Background: an optimization exercise with open tools, aiming at small area. Do not read the settings as production practice. Only simulation tests tie the RTL to the original design; equivalence was not proved.

== v6 ==
Design Lorenz3D, start of the top module:
module Lorenz3D(
    clk,
    rst,
    x_init,
    y_init,
    z_init,
    pinX,
    pinY,
    pinZ,
    x,
    y,
    z
    );
   input wire clk;
   input wire rst;
   input wire [31:0] x_init;
   input wire [31:0] y_init;
   input wire [31:0] z_init;
   output wire pinX;
   output wire pinY;
   output wire pinZ;
   output wire [31:0] x;
   output wire [31:0] y;
   output wire [31:0] z;
   wire [1:0] phase;
   Slowclock clock (.clk(clk), .rst(rst), .phase(phase));
   Lorenz L1 (
     .clk(clk),
     .rst(rst),
     .phase(phase),
     .x_init(x_init),
     .y_init(y_init),
     .z_init(z_init),
     .x(x),
     .y(y),
     .z(z)
   );
   second_DSM_DAC DSA11 (.clk(clk), .rst(rst), .din(x[31:16]), .dout(pinX));
   second_DSM_DAC DSA12 (.clk(clk), .rst(rst), .din(y[31:16]), .dout(pinY));
   second_DSM_DAC DSA13 (.clk(clk), .rst(rst), .din(z[31:16]), .dout(pinZ));
endmodule
==> flow/config.mk <==
export PLATFORM = sky130hd
export DESIGN_NAME = Lorenz3D
export DESIGN_NICKNAME = Lorenz3D
export VERILOG_FILES = /design/flow/design.v
export SDC_FILE = /design/flow/constraint.sdc
export NUM_CORES = 4
export LEC_CHECK = 0
export CAP_MARGIN = 0
export CORE_MARGIN = 2
export CORE_UTILIZATION = 70
export CTS_BUF_LIST = sky130_fd_sc_hd__clkbuf_8
export CTS_CLUSTER_DIAMETER = 50
export CTS_CLUSTER_SIZE = 12
export SLEW_MARGIN = 0
export SYNTH_HIERARCHICAL = 1
==> flow/constraint.sdc <==
create_clock -name core_clock -period 18.0 [get_ports {clk}]
set_input_delay 3.6000 -clock core_clock [delete_from_list [all_inputs] [get_ports {clk}]]
set_output_delay 3.6000 -clock core_clock [all_outputs]
set_load 0.01 [all_outputs]
standard.sh (not shown) runs the stock make flow with config.mk's settings and CLKGATE_MAP_FILE= SYNTH_SCRIPT=/design/flow/synth_recipe.tcl, a recipe that flattens the netlist after the stock synthesis.
==> flow/flow/run.sh <==
#!/bin/bash
# Layout flow: the standard synthesis and layout, with one extra step
# between them: combinational cells that synthesis sized up but that drive
# few loads are set back to their smallest drive strength (registers are
# left as synthesis made them); the layout's own timing repair sizes up
# again wherever timing needs it.  Port buffers use the smallest buffer.
set -euo pipefail
bash standard.sh synth > synth.log 2>&1
RESULTS=orfs/results/$FLOW_PLATFORM/Lorenz3D/base \
  openroad -no_init -exit flow/downsize.tcl > downsize.log 2>&1
BUFFER_PORTS_ARGS="-buffer_cell sky130_fd_sc_hd__buf_1" \
  bash standard.sh > layout.log 2>&1
==> flow/flow/downsize.tcl <==
set odb $::env(RESULTS)/1_synth.odb
read_db $odb
set db [ord::get_db]
set block [ord::get_db_block]
set n 0
set saved 0.0
foreach inst [$block getInsts] {
  set master [$inst getMaster]
  set name [$master getName]
  if {[$master isSequential]} { continue }
  if {![regexp {^(sky130_fd_sc_hd__([a-z0-9]+))_([0-9]+)$} $name -> base func size]} { continue }
  if {[regexp {^(df|edf|sdf|dl|buf|clk|conb|tap|fill|decap|diode|fa$|ha$)} $func]} { continue }
  set fanout 0
  foreach it [$inst getITerms] {
    if {[$it isOutputSignal]} {
      set net [$it getNet]
      if {$net ne "NULL"} {
        incr fanout [expr {[llength [$net getITerms]] + [llength [$net getBTerms]] - 1}]
      }
    }
  }
  if {$fanout > 4} { continue }
  foreach s {0 1} {
    if {$s >= $size} { break }
    set m [$db findMaster ${base}_$s]
    if {$m ne "NULL"} {
      set saved [expr {$saved + ([$master getWidth] - [$m getWidth]) * [$master getHeight] / 1e6}]
      $inst swapMaster $m
      incr n
      break
    }
  }
}
puts "downsized $n instances, [format %.1f $saved] um^2"
write_db $odb
v6 finished end to end and its layout was clean on timing, DRC and antenna.
The following lists how v7 was set up differently from v6:
- CORE_UTILIZATION now 60, was 70
Findings:
- v7 ended up with a higher routed wire length than v6 did.
- v7 vs v6 on count of clock-buffer cells in the layout: v7 is the lower one.
- Of v7 and v6, it is v7 that has the higher fmax.
- Summary of the comparison: hold slack is lower in v7, relative to v6.

* * *

== lane 1 ==
Another version of the RTL of Lorenz3D (not shown whole).
Size in the first run: roughly 2800 cells after synthesis, ~32000 um2 of cells after synthesis.
clock: 18.0 ns
lec_check: 0
cap_margin: 0
core_margin: 2
core_utilization: 60
cts_buf_list: sky130_fd_sc_hd__clkbuf_16
cts_cluster_diameter: 60
cts_cluster_size: 20
slew_margin: 0
synth_hierarchical: 1
==> flow/flow/run.sh <==
#!/bin/bash
# Layout flow: the standard synthesis and layout, with one extra step
# between them: combinational cells that synthesis sized up but that drive
# few loads are set back to their smallest drive strength (registers are
# left as synthesis made them); the layout's own timing repair sizes up
# again wherever timing needs it.  Port buffers use the smallest buffer.
set -euo pipefail
bash standard.sh synth > synth.log 2>&1
RESULTS=orfs/results/$FLOW_PLATFORM/Lorenz3D/base \
  openroad -no_init -exit flow/downsize.tcl > downsize.log 2>&1
RECOVER_POWER=100 BUFFER_PORTS_ARGS="-buffer_cell sky130_fd_sc_hd__buf_1" \
  bash standard.sh > layout.log 2>&1
Scripts as last shown in full above: flow/flow/downsize.tcl
Layout checks on lane 1: not met. Flow itself completed; violations: capacitance limit, slew limit.
Modified inputs, lane 2 compared to lane 1
- CTS_CLUSTER_DIAMETER now 50, was 60
- CTS_CLUSTER_SIZE now 12, was 20
- CTS_BUF_LIST now sky130_fd_sc_hd__clkbuf_8, was sky130_fd_sc_hd__clkbuf_16
diff --git a/flow/flow/run.sh b/flow/flow/run.sh
--- a/flow/flow/run.sh
+++ b/flow/flow/run.sh
@@ -11 +11 @@
-RECOVER_POWER=100 BUFFER_PORTS_ARGS="-buffer_cell sky130_fd_sc_hd__buf_1" \
+BUFFER_PORTS_ARGS="-buffer_cell sky130_fd_sc_hd__buf_1" \
==> comparison <==
Lane 2 reached the end of the flow, and the finished layout is clean on the timing, DRC and antenna checks.
Lane 2: post-route clock skew is 22 ps higher than what lane 1 reported.
Looking at startpoint-to-endpoint class of the critical path, the in -> reg result is from lane 1; the reg -> reg one comes from lane 2.
Setup WNS lane 1 -> lane 2: better
Lane 1 -> lane 2: via density per instance flat

==> separate check: timing with driven ports <==
The flow's constraints put no driver on any port. The routed layouts listed below were extracted and timed again, unchanged, in two steps. Step 1, drivers: a clkbuf_16 drives clk and a buf_2 each remaining input, both assumed. Step 2 times the ports against the registers' clock, not the clock port: input delays grow and output delays shrink by t, the midpoint of the rising clock arrivals with the driver on. a / b / c = ideal ports / drivers / drivers and shift; a / b = the first two.
run	t, ns	setup slack, ns	latest minus earliest clock arrival (ns)	worst data-port slew with drivers (ns)	cell pins on the clock port's net
v6	0.665	0.556 / 0.556 / 0.556	0.035 / 0.035	0.06	1
v7	0.677	0.684 / 0.684 / 0.684	0.065 / 0.065	0.09	1
lane 1	0.630	0.577 / 0.594 / -0.036	0.042 / 0.042	0.08	1
lane 2	0.717	0.711 / 0.711 / 0.711	0.065 / 0.064	0.08	1
For lane 1, which loses most, drivers alone change the setup slack by +0.017 ns; drivers and shift together by -0.613 ns.
